This is an optimization exercise on Yosys and OpenROAD, whose aim is small area, not a production implementation.
RTL that was checked went through simulation tests only; none was proved equivalent to the original.
The clock port is modelled as an ideal driver; clocking choices that lean on that would not hold on a real chip.
No activity file was given, so power comes from the tool's default toggle rates.

==> module transmitter, before the edit <==
module transmitter (
    input        clk,
    input        reset,
    input        tick,
    input        tick_d,
    input        started,
    input        bit_in,
    output [2:0] bitsel,
    output       tx,
    output       done
);
    reg [7:0] c;
    wire [3:0] slot = c[7:4];
    wire idle = ~(c[7] | c[6]);
    wire stop = &slot;
    wire start_bit = ~c[7] & c[6] & c[5] & ~c[4];
    assign bitsel = slot[2:0];
    assign tx     = idle | stop | (~start_bit & bit_in);
    assign done   = tick & (&c);
    always @(posedge clk, posedge reset) begin
        if (reset) begin
            c <= 8'd0;
        end else begin
            if (idle) begin
                if (started) c[6:5] <= 2'b11;
            end else if (tick_d) begin
                c <= c + 8'd1;
            end
        end
    end
endmodule
==> module rx_fifo, before the edit <==
module rx_fifo (
    input        clk,
    input        reset,
    input        push,
    input  [7:0] wdata,
    input        pop,
    output       empty,
    output [7:0] rdata
);
    reg  [3:0] n;
    reg [63:0] mem;
    wire full    = n[3];
    wire do_push = push & ~full;
    wire do_pop  = pop & (n != 4'd0);
    assign empty = (n == 4'd0);
    assign rdata = mem[7:0];
    wire up = do_push & ~do_pop;
    wire dn = do_pop & ~do_push;
    wire [3:0] ones, zeros;
    assign ones[0] = up;
    assign zeros[0] = dn;
    genvar i;
    generate
        for (i = 1; i < 4; i = i + 1) begin : g_cnt
            assign ones[i]  = ones[i-1] & n[i-1];
            assign zeros[i] = zeros[i-1] & ~n[i-1];
        end
    endgenerate
    always @(posedge clk, posedge reset) begin
        if (reset) n <= 0;
        else n <= n ^ (ones | zeros);
    end
    wire [71:0] m_in = {wdata, mem};
    generate
        for (i = 0; i < 8; i = i + 1) begin : g_slot
            always @(posedge clk) begin
                if (do_pop || n <= i) mem[8*i +: 8] <= m_in[8*(i+1) +: 8];
            end
        end
    endgenerate
endmodule
export LEC_CHECK = 0
export CAP_MARGIN = 20
export CORE_MARGIN = 2
export CORE_UTILIZATION = 70
export PLACE_DENSITY = 0.8
export SLEW_MARGIN = 20
create_clock -name core_clock -period 10.0 [get_ports {clk}]
standard.sh (not shown) runs the stock make flow with config.mk's settings and CLKGATE_MAP_FILE= SYNTH_SCRIPT=/design/flow/synth_recipe.tcl, a recipe that flattens the netlist after the stock synthesis.
==> flow/flow/run.sh <==
#!/bin/bash
# The standard layout (standard.sh, unchanged synthesis), with these changes:
#  - at the end of floorplan, flow/post_floorplan.tcl re-maps the synthesized
#    logic for area with OpenROAD's restructure (registers untouched);
#  - the ports get the smallest buffer (buf_1);
#  - the clock tree is built by flow/pre_cts.tcl instead of TritonCTS (which
#    is then given no net to work on): the flip-flops are split by recursive
#    bisection of their placement into groups of at most 11, each driven by a
#    clkbuf_4 at its centroid, all driven by one clkbuf_16 fed by the clock port;
#  - after that, flow/post_cts.tcl gives each logic cell the smallest drive of
#    its kind that keeps timing, makes each clock buffer as small as a 110 ps
#    flip-flop clock-pin slew target (on placement parasitics) allows, and then
#    runs CTS's usual timing repair.
# Each tool's output is in the ORFS logs under orfs/logs; make's in standard.log.
set -euo pipefail
F=$(cd "$(dirname "$0")" && pwd)
export POST_FLOORPLAN_TCL=$F/post_floorplan.tcl
export PRE_CTS_TCL=$F/pre_cts.tcl
export CTS_ARGS="-clk_nets clk -dont_use_dummy_load -buf_list sky130_fd_sc_hd__clkbuf_8"
export BUFFER_PORTS_ARGS="-buffer_cell sky130_fd_sc_hd__buf_1"
export SKIP_CTS_REPAIR_TIMING=1
export POST_CTS_TCL=$F/post_cts.tcl
bash standard.sh finish > standard.log 2>&1
Other scripts of this flow, unchanged in this note and not shown: flow/flow/filter_lib.py, flow/flow/post_cts.tcl, flow/flow/post_floorplan.tcl, flow/flow/pre_cts.tcl
The baseline finished clean.
==> next run, changes <==
--- a/flow/design.v
+++ b/flow/design.v
@@ -41,16 +41,18 @@
     assign bitsel = slot[2:0];
     assign tx     = idle | stop | (~start_bit & bit_in);
     assign done   = tick & (&c);
-    always @(posedge clk, posedge reset) begin
-        if (reset) begin
-            c <= 8'd0;
-        end else begin
-            if (idle) begin
-                if (started) c[6:5] <= 2'b11;
-            end else if (tick_d) begin
-                c <= c + 8'd1;
-            end
-        end
+    wire go = idle & started;
+    wire [7:0] carry;
+    assign carry[0] = tick_d & ~idle;
+    genvar i;
+    generate
+        for (i = 1; i < 8; i = i + 1) begin : g_carry
+            assign carry[i] = carry[i-1] & c[i-1];
+        end
+    endgenerate
+    always @(posedge clk, posedge reset) begin
+        if (reset) c <= 8'd0;
+        else c <= c ^ (carry | {1'b0, go, go, 5'b0});
     end
 endmodule
 module receiver (
@@ -134,34 +136,40 @@
     output       empty,
     output [7:0] rdata
 );
-    reg  [3:0] n;
+    reg        e;
+    reg  [2:0] t;
     reg [63:0] mem;
-    wire full    = n[3];
+    wire full    = ~e & (&t);
     wire do_push = push & ~full;
-    wire do_pop  = pop & (n != 4'd0);
-    assign empty = (n == 4'd0);
+    wire do_pop  = pop & ~e;
+    assign empty = e;
     assign rdata = mem[7:0];
-    wire up = do_push & ~do_pop;
-    wire dn = do_pop & ~do_push;
-    wire [3:0] ones, zeros;
+    wire up = do_push & ~do_pop & ~e;
+    wire dn = do_pop & ~do_push & (t != 3'd0);
+    wire [2:0] ones, zeros;
     assign ones[0] = up;
     assign zeros[0] = dn;
     genvar i;
     generate
-        for (i = 1; i < 4; i = i + 1) begin : g_cnt
-            assign ones[i]  = ones[i-1] & n[i-1];
-            assign zeros[i] = zeros[i-1] & ~n[i-1];
-        end
-    endgenerate
-    always @(posedge clk, posedge reset) begin
-        if (reset) n <= 0;
-        else n <= n ^ (ones | zeros);
+        for (i = 1; i < 3; i = i + 1) begin : g_cnt
+            assign ones[i]  = ones[i-1] & t[i-1];
+            assign zeros[i] = zeros[i-1] & ~t[i-1];
+        end
+    endgenerate
+    always @(posedge clk, posedge reset) begin
+        if (reset) begin
+            e <= 1'b1;
+            t <= 3'd0;
+        end else begin
+            t <= t ^ (ones | zeros);
+            if (e ? do_push : (do_pop & ~do_push & (t == 3'd0))) e <= ~e;
+        end
     end
     wire [71:0] m_in = {wdata, mem};
     generate
         for (i = 0; i < 8; i = i + 1) begin : g_slot
             always @(posedge clk) begin
-                if (do_pop || n <= i) mem[8*i +: 8] <= m_in[8*(i+1) +: 8];
+                if (do_pop || e || t < i) mem[8*i +: 8] <= m_in[8*(i+1) +: 8];
             end
         end
     endgenerate
The new run passed the timing, design-rule and antenna checks. Final area goes up by 0.35%. Worst setup slack degrades by 71 ps. Area after synthesis goes down by about 0.4%. Clock skew came out lower by 4.2 ps. Routed wire length rises by 8.3%. Die area falls by about 0.4%. Utilization is higher by 0.63 points. Synthesized cell count fell by 2.2%. Maximum frequency fell by about 1.9%. Total power is lower by about 16%. Clock power hardly moves. Final cell count is unchanged.
The RTL of the second run of this note was laid out without a check of its function.

---

## oak
uart_fifo, a different RTL version from the one above (not shown whole).
Size: roughly 330 cells after synthesis, about 170 flip-flops, ~0.0061 mm² of cells after synthesis.
==> module receiver, before the edit <==
module receiver (
    input        clk,
    input        reset,
    input        tick,
    input        rx,
    output [7:0] data,
    output       done
);
    reg [7:0] c;
    reg [7:0] sr;
    wire idle   = c[7] & c[5];
    wire sample = tick & ~idle & (c[7:4] != 4'd0) & ~(c[7] & c[4]) & (&c[3:0]);
    assign data = sr;
    assign done = idle & ~c[0];
    always @(posedge clk, posedge reset) begin
        if (reset) begin
            c <= 8'b1010_0001;
        end else begin
            if (idle) begin
                if (!rx) c <= 8'b0000_1000;
                else c <= 8'b1010_0001;
            end else if (tick) begin
                c <= c + 8'd1;
            end
        end
    end
    always @(posedge clk) begin
        if (sample) sr <= {rx, sr[7:1]};
    end
endmodule
==> module rx_fifo, before the edit <==
module rx_fifo (
    input        clk,
    input        reset,
    input        push,
    input  [7:0] wdata,
    input        pop,
    output       empty,
    output [7:0] rdata
);
    reg  [3:0] n;
    reg [63:0] mem;
    wire full    = n[3];
    wire do_push = push & ~full;
    wire do_pop  = pop & (n != 4'd0);
    assign empty = (n == 4'd0);
    assign rdata = mem[7:0];
    always @(posedge clk, posedge reset) begin
        if (reset) n <= 0;
        else if (do_push & ~do_pop) n <= n + 4'd1;
        else if (do_pop & ~do_push) n <= n - 4'd1;
    end
    wire [71:0] m_in = {wdata, mem};
    genvar i;
    generate
        for (i = 0; i < 8; i = i + 1) begin : g_slot
            always @(posedge clk) begin
                if (do_pop || n <= i) mem[8*i +: 8] <= m_in[8*(i+1) +: 8];
            end
        end
    endgenerate
endmodule
Settings: LEC_CHECK=0, CAP_MARGIN=20, CORE_MARGIN=2, CORE_UTILIZATION=70, PLACE_DENSITY=0.8, SLEW_MARGIN=20; clock period 10.0 ns.
==> flow/flow/run.sh <==
#!/bin/bash
# The standard layout (standard.sh, unchanged synthesis), with these changes:
#  - the ports get the smallest buffer (buf_1);
#  - the clock tree is built by flow/pre_cts.tcl instead of TritonCTS (which
#    is then given no net to work on): the flip-flops are split by recursive
#    bisection of their placement into groups of at most 11, each driven by a
#    clkbuf_4 at its centroid, all driven by one clkbuf_16 fed by the clock port;
#  - after that, flow/post_cts.tcl gives each logic cell the smallest drive of
#    its kind that keeps timing, makes each clock buffer as small as a 110 ps
#    flip-flop clock-pin slew target (on placement parasitics) allows, and then
#    runs CTS's usual timing repair.
# Each tool's output is in the ORFS logs under orfs/logs; make's in standard.log.
set -euo pipefail
F=$(cd "$(dirname "$0")" && pwd)
export PRE_CTS_TCL=$F/pre_cts.tcl
export CTS_ARGS="-clk_nets clk -dont_use_dummy_load -buf_list sky130_fd_sc_hd__clkbuf_8"
export BUFFER_PORTS_ARGS="-buffer_cell sky130_fd_sc_hd__buf_1"
export SKIP_CTS_REPAIR_TIMING=1
export POST_CTS_TCL=$F/post_cts.tcl
bash standard.sh finish > standard.log 2>&1
Other scripts of this flow, unchanged in this note and not shown: flow/flow/post_cts.tcl, flow/flow/pre_cts.tcl
> inputs changed (oak -> pine)
==> flow/design.v, changed modules only <==
module receiver (
    input        clk,
    input        reset,
    input        tick,
    input        rx,
    output [7:0] data,
    output       done
);
    reg [7:0] c;
    reg [7:0] sr;
    wire idle   = ~(c[7] | c[6]);
    wire sample = tick & (&c[3:0]) & ((c[7] & ~(&c[6:4])) | (~c[7] & (&c[6:4])));
    wire go     = idle & ~rx;
    wire [7:0] carry;
    assign carry[0] = tick & ~idle;
    genvar i;
    generate
        for (i = 1; i < 8; i = i + 1) begin : g_carry
            assign carry[i] = carry[i-1] & c[i-1];
        end
    endgenerate
    wire [7:0] flip = carry | {1'b0, go, go, 1'b0, go, 2'b00, idle & (rx ^ c[0])};
    assign data = sr;
    assign done = idle & ~c[0];
    always @(posedge clk, posedge reset) begin
        if (reset) c <= 8'd1;
        else c <= c ^ flip;
    end
    always @(posedge clk) begin
        if (sample) sr <= {rx, sr[7:1]};
    end
endmodule
module rx_fifo (
    input        clk,
    input        reset,
    input        push,
    input  [7:0] wdata,
    input        pop,
    output       empty,
    output [7:0] rdata
);
    reg  [3:0] n;
    reg [63:0] mem;
    wire full    = n[3];
    wire do_push = push & ~full;
    wire do_pop  = pop & (n != 4'd0);
    assign empty = (n == 4'd0);
    assign rdata = mem[7:0];
    wire up = do_push & ~do_pop;
    wire dn = do_pop & ~do_push;
    wire [3:0] ones, zeros;
    assign ones[0] = up;
    assign zeros[0] = dn;
    genvar i;
    generate
        for (i = 1; i < 4; i = i + 1) begin : g_cnt
            assign ones[i]  = ones[i-1] & n[i-1];
            assign zeros[i] = zeros[i-1] & ~n[i-1];
        end
    endgenerate
    always @(posedge clk, posedge reset) begin
        if (reset) n <= 0;
        else n <= n ^ (ones | zeros);
    end
    wire [71:0] m_in = {wdata, mem};
    generate
        for (i = 0; i < 8; i = i + 1) begin : g_slot
            always @(posedge clk) begin
                if (do_pop || n <= i) mem[8*i +: 8] <= m_in[8*(i+1) +: 8];
            end
        end
    endgenerate
endmodule
pine reached the end of the flow, and the finished layout is clean on the timing, design-rule and antenna checks. The faster design of the two is oak; pine tops out lower. The fraction of registers with async set or reset after synthesis on oak is in line with that on pine. Total placed instance area of pine falls short of that of oak slightly. Of oak and pine, the run reporting the lower die area was pine. Lower area fraction in compound gates after synthesis goes to pine over oak. Side by side, leakage power figure turned out lower in pine than in oak. Relative to oak, final RePlAce weighted congestion decreased by about 17% in pine. Summary — post-detailed-route wirelength per cell, pine relative to oak: lower, by about 1%. On sequential cell area fraction in the yosys report: pine sits above oak. Going from oak to pine, minimum setup slack after placement increased by 20 ps relative to the old numbers, worst-case hold slack shows an increase of 7.7 ps, clock period minus worst slack rose by 38 ps. Between oak and pine, met1 demand-to-capacity share in global routing is lower for pine, oak comes in above that.

==> static timing again, ports no longer ideal <==
The flow's constraints put no driver on any port. The routed layouts listed below were extracted and timed again, unchanged, in two steps. Step 1, drivers: a clkbuf_16 drives clk and a buf_2 each remaining input, both assumed. Step 2 moves the port delays by t, midway between the first and last clock arrival at a register: inputs arrive t later, outputs are due t later. That takes back most of the time a late clock gives input paths. Three values: ideal, step 1, step 2; two values: the first two.
run | t, ns | setup slack, ns | worst hold slack (ns) | worst setup path at the end | worst slew at a driven data input, ns
the first run of note 1 | 0.397 | 6.262 / 6.227 / 6.625 | 0.377 / 0.377 / 0.377 | register to output | 0.03
the second run of note 1 | 0.403 | 6.191 / 6.153 / 6.106 | 0.404 / 0.404 / 0.404 | input to register | 0.04
oak | 0.395 | 6.173 / 6.137 / 6.480 | 0.386 / 0.386 / 0.386 | input to register | 0.03
pine | 0.398 | 6.134 / 6.100 / 6.498 | 0.394 / 0.394 / 0.394 | register to output | 0.03
After both steps every run listed still meets setup and hold. The setup slack of the second run of note 1, which loses most, moves by -0.038 ns with the drivers and by -0.085 ns with both steps.
